What follows belongs to an exercise in optimizing a design on an open flow for small area, a short achievable clock period and few clock cycles; a production flow would make more cautious choices.
Where RTL was checked, it was by simulation tests only, not by an equivalence proof against the original.
No activity file was given, so power comes from the tool's default toggle rates.

v3:
## single_cycle_risc
module single_cycle_risc (
  input         clk,
  input         rst,
  output [31:0] imem_addr,
  input  [31:0] imem_data,
  output        wb_valid,
  output [4:0]  wb_rd,
  output [31:0] wb_data
);
==> flow/config.mk <==
export PLATFORM = sky130hd
export DESIGN_NAME = single_cycle_risc
export DESIGN_NICKNAME = single_cycle_risc
export VERILOG_FILES = /design/flow/design.v
export SDC_FILE = /design/flow/constraint.sdc
export NUM_CORES = 8
export LEC_CHECK = 0
export CAP_MARGIN = 30
export CELL_PAD_IN_SITES_DETAIL_PLACEMENT = 1
export CELL_PAD_IN_SITES_GLOBAL_PLACEMENT = 2
export CORE_MARGIN = 2
export CORE_UTILIZATION = 40
export GPL_ROUTABILITY_DRIVEN = 0
export PLACE_DENSITY = 0.5
export SLEW_MARGIN = 30
export SYNTH_HIERARCHICAL = 1
==> flow/constraint.sdc <==
create_clock -name core_clock -period 25.0 [get_ports {clk}]
set_input_delay 5.0000 -clock core_clock [delete_from_list [all_inputs] [get_ports {clk}]]
set_output_delay 5.0000 -clock core_clock [all_outputs]
set_load 0.01 [all_outputs]
standard.sh (not shown) runs the stock make flow with config.mk's settings and CLKGATE_MAP_FILE= SYNTH_SCRIPT=/design/flow/synth_recipe.tcl, a recipe that flattens the netlist after the stock synthesis.
==> flow/flow/run.sh <==
#!/bin/bash
# Layout: the standard ORFS flow (standard.sh), with
#  - timing repair aimed well below the design's clock period (a setup-slack
#    margin), so that the period the layout achieves gets optimised;
#  - port buffers of a stronger cell than the default delay buffer;
set -euo pipefail
CTS="-sink_clustering_enable -repair_clock_nets -sink_clustering_size 26 -sink_clustering_max_diameter 100 -dont_use_dummy_load -buf_list {sky130_fd_sc_hd__clkbuf_8 sky130_fd_sc_hd__clkbuf_16}"
bash standard.sh SETUP_SLACK_MARGIN=${MARGIN:-18.5} TNS_END_PERCENT=${TNS:-0} \
  "BUFFER_PORTS_ARGS=-buffer_cell sky130_fd_sc_hd__buf_4" "CTS_ARGS=$CTS" finish > standard_flow.log 2>&1
Testbench counts of v3, summed over its fixed seeds: cycles 32,822.
Modified inputs, v38 compared to v3
Settings: clearing GPL_ROUTABILITY_DRIVEN, which used to be 0; putting GPL_TIMING_DRIVEN at 0 where nothing was set.
--- outcome ---
Cmp v38 vs v3: number of nets in the final layout higher in v38
v38 ends up with lower worst hold slack than v3 does.
Summary: wire length, v38 worse than v3
For v46, these inputs were changed with respect to v38:
Settings: GPL_TIMING_DRIVEN no longer set, was 0.
diff --git a/flow/flow/run.sh b/flow/flow/run.sh
--- a/flow/flow/run.sh
+++ b/flow/flow/run.sh
@@ -6,3 +6,3 @@
 set -euo pipefail
-CTS="-sink_clustering_enable -repair_clock_nets -sink_clustering_size 26 -sink_clustering_max_diameter 100 -dont_use_dummy_load -buf_list {sky130_fd_sc_hd__clkbuf_8 sky130_fd_sc_hd__clkbuf_16}"
+CTS="-sink_clustering_enable -repair_clock_nets -sink_clustering_size 20 -sink_clustering_max_diameter 100 -dont_use_dummy_load -buf_list {sky130_fd_sc_hd__clkbuf_8 sky130_fd_sc_hd__clkbuf_16}"
 bash standard.sh SETUP_SLACK_MARGIN=${MARGIN:-18.5} TNS_END_PERCENT=${TNS:-0} \
- In the tables for v46 and v38, highest ir drop seen on vdd reads higher with v38.
- Critical path's largest stage delay, v46 and v38: smaller value in v46
- When v46 is measured against v38, its number of standard cells in the layout, taps in and fillers out turns out about 3.3% lower.
- v46: overall routing resource usage is 2.6 points lower than what v38 reported.
- v46 — footprint of the multi-input gates 0.64% higher, v38 as reference

========
before:
Another version of the RTL of single_cycle_risc (not shown whole).
For scale: roughly 5600 cells after synthesis, roughly 1500 flip-flops, roughly 100 I/O pins.
Settings: LEC_CHECK=0, CAP_MARGIN=30, CELL_PAD_IN_SITES_DETAIL_PLACEMENT=1, CELL_PAD_IN_SITES_GLOBAL_PLACEMENT=2, CORE_MARGIN=2, CORE_UTILIZATION=40, PLACE_DENSITY=0.5, SLEW_MARGIN=30, SYNTH_HIERARCHICAL=1; clock period 25.0 ns.
==> flow/flow/run.sh <==
#!/bin/bash
# Layout: the standard ORFS flow (standard.sh), with
#  - timing repair aimed well below the design's clock period (a setup-slack
#    margin), so that the period the layout achieves gets optimised;
#  - port buffers of a stronger cell than the default delay buffer;
set -euo pipefail
CTS="-sink_clustering_enable -repair_clock_nets -sink_clustering_size 20 -sink_clustering_max_diameter 100 -dont_use_dummy_load -buf_list {sky130_fd_sc_hd__clkbuf_8 sky130_fd_sc_hd__clkbuf_16}"
bash standard.sh SETUP_SLACK_MARGIN=${MARGIN:-18.5} TNS_END_PERCENT=${TNS:-0} \
  "BUFFER_PORTS_ARGS=-buffer_cell sky130_fd_sc_hd__buf_4" "CTS_ARGS=$CTS" finish > standard_flow.log 2>&1
--- input diff before..after ---
==> flow/flow/run.sh <==
#!/bin/bash
# Layout: the standard ORFS flow (standard.sh), with
#  - timing repair aimed well below the design's clock period (a setup-slack
#    margin), so that the period the layout achieves gets optimised;
#  - port buffers of a stronger cell than the default delay buffer;
set -euo pipefail
CTS="-sink_clustering_enable -repair_clock_nets -sink_clustering_size 20 -sink_clustering_max_diameter 100 -dont_use_dummy_load -buf_list {sky130_fd_sc_hd__clkbuf_8 sky130_fd_sc_hd__clkbuf_16}"
bash standard.sh SETUP_SLACK_MARGIN=${MARGIN:-18.8} TNS_END_PERCENT=${TNS:-0} \
  "BUFFER_PORTS_ARGS=-buffer_cell sky130_fd_sc_hd__buf_4" "CTS_ARGS=$CTS" finish > standard_flow.log 2>&1
## What came out
Comparing before against after, there is no change at all in gate count after technology mapping.
Reported for after and before, setup slack after placement turned out identical to the last digit.
[compare] base=before new=after: final worst-path setup slack was more or less identical, number of filler cells placed in the layout was more or less identical.
Comparing after against before, there is no change at all in initial antenna violation count.
after vs. before: post-placement cell area saw little to no change, post-route minimum period neither gained nor lost much, final critical-path share of the clock period ~0 delta, switching power was more or less identical, number of clock buffer instances in the layout has remained practically unchanged.
Comparing after against before, there is no change at all in placer's final routability congestion estimate.
Function was not checked in any run of this note: the RTL went through the layout flow alone.

========
== run A ==
RTL: one of the versions met above, not the one the previous note started from.
For scale: roughly 5300 cells after synthesis, roughly 1500 flip-flops, roughly 100 I/O pins, about 71000 um2 of cells after synthesis.
clock: 25.0 ns
lec_check: 0
cap_margin: 30
cell_pad_in_sites_detail_placement: 1
cell_pad_in_sites_global_placement: 2
core_margin: 2
core_utilization: 40
place_density: 0.45
slew_margin: 30
synth_hierarchical: 1
==> flow/flow/run.sh <==
#!/bin/bash
# Layout: the standard ORFS flow (standard.sh), with
#  - timing repair aimed well below the design's clock period (a setup-slack
#    margin), so that the period the layout achieves gets optimised;
#  - port buffers of a stronger cell than the default delay buffer;
set -euo pipefail
CTS="-sink_clustering_enable -repair_clock_nets -sink_clustering_size 26 -sink_clustering_max_diameter 100 -dont_use_dummy_load -buf_list {sky130_fd_sc_hd__clkbuf_8 sky130_fd_sc_hd__clkbuf_16}"
bash standard.sh SETUP_SLACK_MARGIN=${MARGIN:-18.5} TNS_END_PERCENT=${TNS:-0} \
  "BUFFER_PORTS_ARGS=-buffer_cell sky130_fd_sc_hd__buf_4" "CTS_ARGS=$CTS" finish > standard_flow.log 2>&1
Testbench counts of run A, summed over its fixed seeds: cycles 32,822.
Input-level comparison between run B and run A:
Settings: changing PLACE_DENSITY from 0.45 to 0.5.
--- a/flow/flow/run.sh
+++ b/flow/flow/run.sh
@@ -8 +8 @@
-bash standard.sh SETUP_SLACK_MARGIN=${MARGIN:-18.5} TNS_END_PERCENT=${TNS:-0} \
+bash standard.sh SETUP_SLACK_MARGIN=${MARGIN:-18.5} TNS_END_PERCENT=${TNS:-5} \
[summary]
Between run B and run A, the worst hold slack does not differ in any meaningful way.
Across both runs, worst slack at placement was higher for run B than for run A.
Status: share of final-layout standard cells stronger than drive strength 1 parity (run B, run A)
| final standard cell area without fillers | run B vs run A | ≈ equal |
The routed length on met2 reported for run B is greater than that of run A by 0.48%.
Run B leaves more setup margin than run A.
[compare] base=run A new=run B: first-pass GRT wire length shows an increase of about 0.5%, utilization closely matched the old numbers.
Modified inputs, run C compared to run B
--- a/flow/flow/run.sh
+++ b/flow/flow/run.sh
@@ -8 +8 @@
-bash standard.sh SETUP_SLACK_MARGIN=${MARGIN:-18.5} TNS_END_PERCENT=${TNS:-5} \
+bash standard.sh SETUP_SLACK_MARGIN=${MARGIN:-18.5} TNS_END_PERCENT=${TNS:-20} \
## What came out
- When the final numbers for run C and run B were put side by side, the global-route usage over all layers turned out to be greater in run C.
- Diff run B -> run C | minimum period implied by the final worst setup slack | increase of 0.025 ns
- Run C finished every step from synthesis to the final layout, and the layout passed the timing, DRC and antenna checks.
- The critical path depth in run C sits 2 above the value recorded for run B.
- There was hardly any difference in total DRC errors in the routed layout between run B and run C.
diff inputs: run C => run D
Settings: CELL_PAD_IN_SITES_DETAIL_PLACEMENT changed from 1 to 0; CELL_PAD_IN_SITES_GLOBAL_PLACEMENT changed from 2 to 0.
--- a/flow/flow/run.sh
+++ b/flow/flow/run.sh
@@ -7,2 +7,2 @@
-CTS="-sink_clustering_enable -repair_clock_nets -sink_clustering_size 26 -sink_clustering_max_diameter 100 -dont_use_dummy_load -buf_list {sky130_fd_sc_hd__clkbuf_8 sky130_fd_sc_hd__clkbuf_16}"
-bash standard.sh SETUP_SLACK_MARGIN=${MARGIN:-18.5} TNS_END_PERCENT=${TNS:-20} \
+CTS="-sink_clustering_enable -repair_clock_nets -sink_clustering_size 20 -sink_clustering_max_diameter 100 -dont_use_dummy_load -buf_list {sky130_fd_sc_hd__clkbuf_8 sky130_fd_sc_hd__clkbuf_16}"
+bash standard.sh SETUP_SLACK_MARGIN=${MARGIN:-18.5} TNS_END_PERCENT=${TNS:-0} \
Taking run C as the reference, in run D HPWL after detailed placement lost about 8%; actual transition at the worst max-transition pin picked up an extra 0.016 ns; post-layout instance area lost about 0.9%; number of multi-input logic gates neither gained nor lost much. Run D vs run C on fraction of standard cell area that is sequential: run D is the higher one. Measured against each other, run D and run C differ in final critical-path share of the clock period, the lower figure coming from run C. The lower net switching share of the total power of run D and run C is in run D. For fraction of area in multi-input gates, run C and run D come out practically identical. The total design power of run D was inferior to that of run C. The timing startpoint of the critical path comes out imem_data[21] in one run and imem_data[22] in the other, namely in run D and run C respectively.
Input changes introduced in run E (baseline for comparison: run D):
Settings: CELL_PAD_IN_SITES_GLOBAL_PLACEMENT: 0 -> 2; CELL_PAD_IN_SITES_DETAIL_PLACEMENT: 0 -> 1; PLACE_DENSITY: 0.5 -> 0.55.
--- a/flow/flow/run.sh
+++ b/flow/flow/run.sh
@@ -7 +7 @@
-CTS="-sink_clustering_enable -repair_clock_nets -sink_clustering_size 20 -sink_clustering_max_diameter 100 -dont_use_dummy_load -buf_list {sky130_fd_sc_hd__clkbuf_8 sky130_fd_sc_hd__clkbuf_16}"
+CTS="-sink_clustering_enable -repair_clock_nets -sink_clustering_size 26 -sink_clustering_max_diameter 100 -dont_use_dummy_load -buf_list {sky130_fd_sc_hd__clkbuf_8 sky130_fd_sc_hd__clkbuf_16}"
[summary]
- Finished layout cell area: run E better than run D
- Taking run D as the reference, in run E cell count comparable, sequential share of cell area now larger.
### run E -> run F
Settings: swapping 0.55 for 0.5 in PLACE_DENSITY.
Findings:
Run F finished every step from synthesis to the final layout, and the layout passed the timing, DRC and antenna checks. Run F vs. run E: via-per-instance ratio about even; wire length per cell after detailed routing about even; first-pass GRT wire length about even; adder-cell area share of the yosys netlist about even. From run E to run F, cell area did not move at all. Reported for run F and run E, count of flip-flops with a built-in enable after synthesis turned out identical to the last digit.

static timing again, ports no longer ideal:
In the flow no input, the clock included, has a driving cell. The finished layouts below were timed again as built, in two steps. Step 1 (the two cells are an assumption about what drives the block):
set clk [get_ports {clk}]
set_driving_cell -lib_cell sky130_fd_sc_hd__clkbuf_16 $clk
set_driving_cell -lib_cell sky130_fd_sc_hd__buf_2 [delete_from_list [all_inputs] $clk]
Step 2, shift: input delay + t, output delay - t, t = (earliest + latest rising clock arrival at the registers) / 2. This alone moves slack from input paths to output paths. a / b / c = ideal / step 1 / step 2; a / b = the first two.
| run | t (ns) | setup slack, ns | hold slack, ns | worst setup path after step 2 | cell pins on the clock port's net |
|---|---|---|---|---|---|
| v3 | 0.781 | 17.645 / 17.713 / 16.932 | 0.401 / 0.401 / 0.401 | input to register | 1 |
| v38 | 0.766 | 17.478 / 17.545 / 16.779 | 0.391 / 0.391 / 0.391 | input to register | 1 |
| v46 | 0.801 | 17.830 / 17.867 / 17.066 | 0.419 / 0.419 / 0.419 | input to register | 1 |
| before | 0.814 | 18.097 / 18.099 / 17.285 | 0.389 / 0.389 / 0.389 | input to register | 1 |
| after | 0.814 | 18.097 / 18.099 / 17.285 | 0.389 / 0.389 / 0.389 | input to register | 1 |
| run A | 0.780 | 17.814 / 17.881 / 17.101 | 0.399 / 0.399 / 0.399 | input to register | 1 |
| run B | 0.793 | 17.846 / 17.911 / 17.118 | 0.402 / 0.402 / 0.402 | input to register | 1 |
| run C | 0.789 | 17.821 / 17.846 / 17.056 | 0.400 / 0.400 / 0.400 | input to register | 1 |
| run D | 0.783 | 17.654 / 17.689 / 16.906 | 0.408 / 0.408 / 0.408 | input to register | 1 |
| run E | 0.780 | 17.814 / 17.881 / 17.101 | 0.399 / 0.399 / 0.399 | input to register | 1 |
| run F | 0.780 | 17.814 / 17.881 / 17.101 | 0.399 / 0.399 / 0.399 | input to register | 1 |
After both steps every run listed still meets setup and hold.
